From an optimization exercise on the open Yosys and OpenROAD flow, aimed at a short achievable clock period and few clock cycles; shortcuts taken in it are not production practice. Power figures rest on the tool's default switching activity, not on a simulated workload.

## run Z
// MIPS_Pipe
module MIPS_Pipe (
    input  clk, reset,
    input  [31:0] imem_rdata,
    input  [31:0] dmem_rdata,
    output [31:0] imem_addr,
    output [31:0] dmem_addr,
    output [31:0] dmem_wdata,
    output dmem_we
);
Size: roughly 9400 cells after synthesis, roughly 160 I/O pins, roughly 120000 sq um of cells after synthesis.
Settings: LEC_CHECK=0, CAP_MARGIN=20, CORE_MARGIN=2, CORE_UTILIZATION=42, CTS_CLUSTER_DIAMETER=60, CTS_CLUSTER_SIZE=20, SLEW_MARGIN=20, SYNTH_HIERARCHICAL=1; clock period 12.0 ns.
standard.sh (not shown) runs the stock make flow with config.mk's settings and CLKGATE_MAP_FILE= SYNTH_SCRIPT=/design/flow/synth_recipe.tcl, a recipe that flattens the netlist after the stock synthesis.
==> flow/flow/run.sh <==
#!/bin/bash
set -euo pipefail
MARGIN=$(cat flow/setup_margin)
RES=orfs/results/${FLOW_PLATFORM}/MIPS_Pipe/base
bash standard.sh SETUP_SLACK_MARGIN="$MARGIN" 3_3_place_gp > flow_make_place.log 2>&1
openroad -no_init -exit -threads "${NUM_CORES:-8}" flow/move_out_regs.tcl > flow_move_out_regs.log 2>&1
bash standard.sh SETUP_SLACK_MARGIN="$MARGIN" > flow_make_rest.log 2>&1
==> flow/flow/move_out_regs.tcl <==
# Move each flip-flop that drives an output port's buffer next to that buffer.
set odb orfs/results/$::env(FLOW_PLATFORM)/MIPS_Pipe/base/3_3_place_gp.odb
read_db $odb
set block [ord::get_db_block]
set core [$block getCoreArea]
set cx [expr {([$core xMin] + [$core xMax]) / 2}]
set cy [expr {([$core yMin] + [$core yMax]) / 2}]
set moved 0
foreach bt [$block getBTerms] {
  if {[$bt getIoType] ne "OUTPUT"} { continue }
  set net [$bt getNet]
  set buf ""
  foreach it [$net getITerms] { if {[$it isOutputSignal]} { set buf [$it getInst] } }
  if {$buf eq ""} { continue }
  set innet ""
  foreach it [$buf getITerms] { if {[$it isInputSignal]} { set innet [$it getNet] } }
  if {$innet eq ""} { continue }
  set ff ""
  set nload 0
  foreach it [$innet getITerms] {
    if {[$it isOutputSignal]} { set ff [$it getInst] } else { incr nload }
  }
  if {$ff eq "" || $nload != 1} { continue }
  if {![string match "*df*" [[$ff getMaster] getName]]} { continue }
  set loc [$buf getLocation]
  set x [lindex $loc 0]
  set y [lindex $loc 1]
  # a few microns from the buffer, towards the core centre
  set dx [expr {$cx > $x ? 3000 : -3000}]
  set dy [expr {$cy > $y ? 3000 : -3000}]
  $ff setLocation [expr {$x + $dx}] [expr {$y + $dy}]
  $ff setPlacementStatus PLACED
  incr moved
  puts "moved [$ff getName] next to [$buf getName] for [$bt getName]"
}
puts "moved $moved flip-flops"
write_db $odb
==> flow/flow/setup_margin <==
8.5
## Diff of input files: run A against run Z
--- a/flow/design.v
+++ b/flow/design.v
@@ -3943,18 +3943,17 @@
 wire [31:0] wdata_w = res_wr;
 reg [31:0] rf [1:31];
 reg [31:1] rf_ok;
 wire [31:0] rf_rs = (rs_d == 5'd0) ? 32'd0 :
                     (wr_w && dst_w == rs_d) ? wdata_w : (rf[rs_d] & {32{rf_ok[rs_d]}});
 wire [31:0] rf_rt = (rt_d == 5'd0) ? 32'd0 :
                     (wr_w && dst_w == rt_d) ? wdata_w : (rf[rt_d] & {32{rf_ok[rt_d]}});
 wire [4:0] rs_f = imem_rdata[25:21];
-wire [9:0] base10_f = (rs_f == 5'd0) ? 10'd0 :
-                      (wr_w && dst_w == rs_f) ? wdata_w[9:0] : (rf[rs_f][9:0] & {10{rf_ok[rs_f]}});
+wire [9:0] base10_f = rf[rs_f][9:0] & {10{rf_ok[rs_f]}};
 wire rs_e_hit = wr_e && dst_e == rs_d;
 wire rt_e_hit = wr_e && dst_e == rt_d;
 wire rs_m_hit = wr_m && dst_m == rs_d;
 wire rt_m_hit = wr_m && dst_m == rt_d;
 wire [2:0] stall_x;
 generate for (k = 0; k < 3; k = k + 1) begin : stl
     stall_calc u (.valid(valid_d), .uses_rs(uses_rs_d), .uses_rt(uses_rt_d), .is_sw(is_sw_d),
         .rs(rs_d), .rt(rt_d), .wr_e(wr_e), .lw_e(lw_e), .mul_e(mul_e), .dst_e(dst_e),
@@ -3967,20 +3966,28 @@
 wire bt_cout;
 ks_add32 bt_add (.a(pc_d), .b(immx_d), .cin(1'b0), .s(bt_d), .cout(bt_cout));
 wire redir_d  = valid_d & ~stall_d  & fix_d;
 wire redir_pc = valid_d & ~stall_pc & fix_d;
 wire hold_pc = stall_pc | ~fetch_ok | ~reset;
 wire [31:0] pc_next_f = hold_pc ? pc_f : redir_pc ? pcp4_d : pred_f;
 reg  [9:0] base10_d;
 reg        el_e;
+reg        wl_v;
+reg  [4:0] wl_dst;
+reg  [9:0] wl_val;
 wire rs_w_hit  = wr_w && dst_w == rs_d;
-wire [9:0] base10 = (rs_d == 5'd0) ? 10'd0 : rs_m_hit ? res_m[9:0] :
-                    rs_w_hit ? res_w[9:0] : base10_d;
-wire [9:0] addr10_d = base10 + instr_d[9:0];
+wire rs_l_hit  = wl_v && wl_dst == rs_d;
+wire [9:0] imm10 = instr_d[9:0];
+wire [9:0] a10_m = res_m[9:0] + imm10;
+wire [9:0] a10_w = res_w[9:0] + imm10;
+wire [9:0] a10_l = wl_val + imm10;
+wire [9:0] a10_r = base10_d + imm10;
+wire [9:0] addr10_d = (rs_d == 5'd0) ? imm10 : rs_m_hit ? a10_m :
+                      rs_w_hit ? a10_w : rs_l_hit ? a10_l : a10_r;
 wire el_d = valid_d & is_lw_d & ~rs_e_hit & ~(rs_m_hit & (lw_m | mul_m)) & ~sw_e & ~lw_e;
 wire [3:0] sel_next = {rs_e_hit, ~rs_e_hit & rs_m_hit,
                        ~use_imm_d & rt_e_hit, ~use_imm_d & ~rt_e_hit & rt_m_hit};
 reg  [31:0] opa_e, opb_e, sd_e, bt_e, pcp4_e;
 reg   [9:0] btgt_e;
 reg  [19:0] pch_e;
 reg         fa_m_e, fa_w_e, fb_m_e, fb_w_e, fs_m_e, fs_w_e, fs_l_e;
 reg         add_e, sub_e, and_e, or_e, slt_e, beq_e, predt_e;
@@ -4038,16 +4045,17 @@
         predt_d <= 1'b0;
         wr_e <= 1'b0; lw_e <= 1'b0; mul_e <= 1'b0; dst_e <= 5'd0; el_e <= 1'b0;
         sw_e <= 1'b0; beq_e <= 1'b0; predt_e <= 1'b0;
         wr_m <= 1'b0; lw_m <= 1'b0; mul_m <= 1'b0; dst_m <= 5'd0; we_m <= 1'b0;
         wr_w <= 1'b0; dst_w <= 5'd0;
         for (i = 0; i < 16; i = i + 1) btb_v[i] <= 1'b0;
         upd_v <= 1'b0;
         rf_ok <= 31'd0;
+        wl_v  <= 1'b0;
     end else begin
         pc_f    <= pc_in;
         valid_d <= valid_d_next & fetch_ok;
         if (!stall_dr) predt_d <= predt_f;
         wr_e  <= wr_d & ~bubble_d;
         lw_e  <= is_lw_d & ~el_d & ~bubble_d;
         el_e  <= el_d & ~bubble_d;
         mul_e <= mul_d & ~bubble_d;
@@ -4058,23 +4066,25 @@
         wr_m  <= wr_e;
         lw_m  <= lw_e;
         mul_m <= mul_e;
         dst_m <= dst_e;
         we_m  <= sw_e;
         wr_w  <= wr_m;
         dst_w <= dst_m;
         if (wr_w) rf_ok[dst_w] <= 1'b1;
+        wl_v  <= wr_w;
         upd_v  <= redir_n | (beq_e & taken_e);
         if (upd_v) btb_v[upd_idx] <= upd_t;
     end
 end
 always @(posedge clk) begin
-    if (!stall_dr) base10_d <= base10_f;
-    else if (rs_w_hit) base10_d <= wdata_w[9:0];
+    base10_d <= stall_dr ? (rs_w_hit ? wdata_w[9:0] : rs_l_hit ? wl_val : base10_d) : base10_f;
+    wl_dst   <= dst_w;
+    wl_val   <= wdata_w[9:0];
     if (!stall_dr) begin
         instr_d <= imem_rdata;
         dec_d   <= dec_f;
         pc_d    <= pc_f;
         btgt_d  <= btgt_f;
         immx_d  <= immx_f;
     end
     add_e <= add_d & ~el_d;
## What came out
Relative to run Z, the routed length on met1 measured on run A has decreased by a few percent. Changes observed in run A relative to run Z: aggregate global routing overflow held steady, number of standard-cell rows in the floorplan grew by 0.51%. Power: run A draws more than run Z. Measured against run A, the count of clock-buffer cells in the layout of run Z comes out at 0.942 times the reference value. Run Z fits on a die that is smaller than the die of run A. Maximum number of pins on one net before global-route repair: run A < run Z. Run Z → run A: worst hold slack now larger; cell count now larger; post-synthesis cell area now larger. Compared with run Z, run A ends up with more cell area.
Function was not checked in any run of this note: the RTL went through the layout flow alone.

re-timing with driven ports:
In the flow no input, the clock included, has a driving cell. The finished layouts below were timed again as built, in two steps.
Step 1, drivers: a clkbuf_16 drives clk and a buf_2 each remaining input, both assumed.
Step 2 adds t to the input delays and takes it off the output delays; t is the mean of the earliest and latest rising clock arrival at the registers after step 1. Input paths then give back, and output paths get back, about the clock's delay inside the block.
Three values: ideal, step 1, step 2; two values: the first two.
| run | t, ns | setup slack, ns | worst setup path after step 2 | worst slew at a driven data input, ns |
|---|---|---|---|---|
| run Z | 0.961 | 8.049 / 7.856 / 6.895 | input to register | 0.30 |
| run A | 0.962 | 7.814 / 7.709 / 6.747 | input to register | 0.22 |
After both steps every run listed still meets setup and hold. For run Z, which loses most, drivers alone change the setup slack by -0.193 ns; drivers and shift together by -1.154 ns.
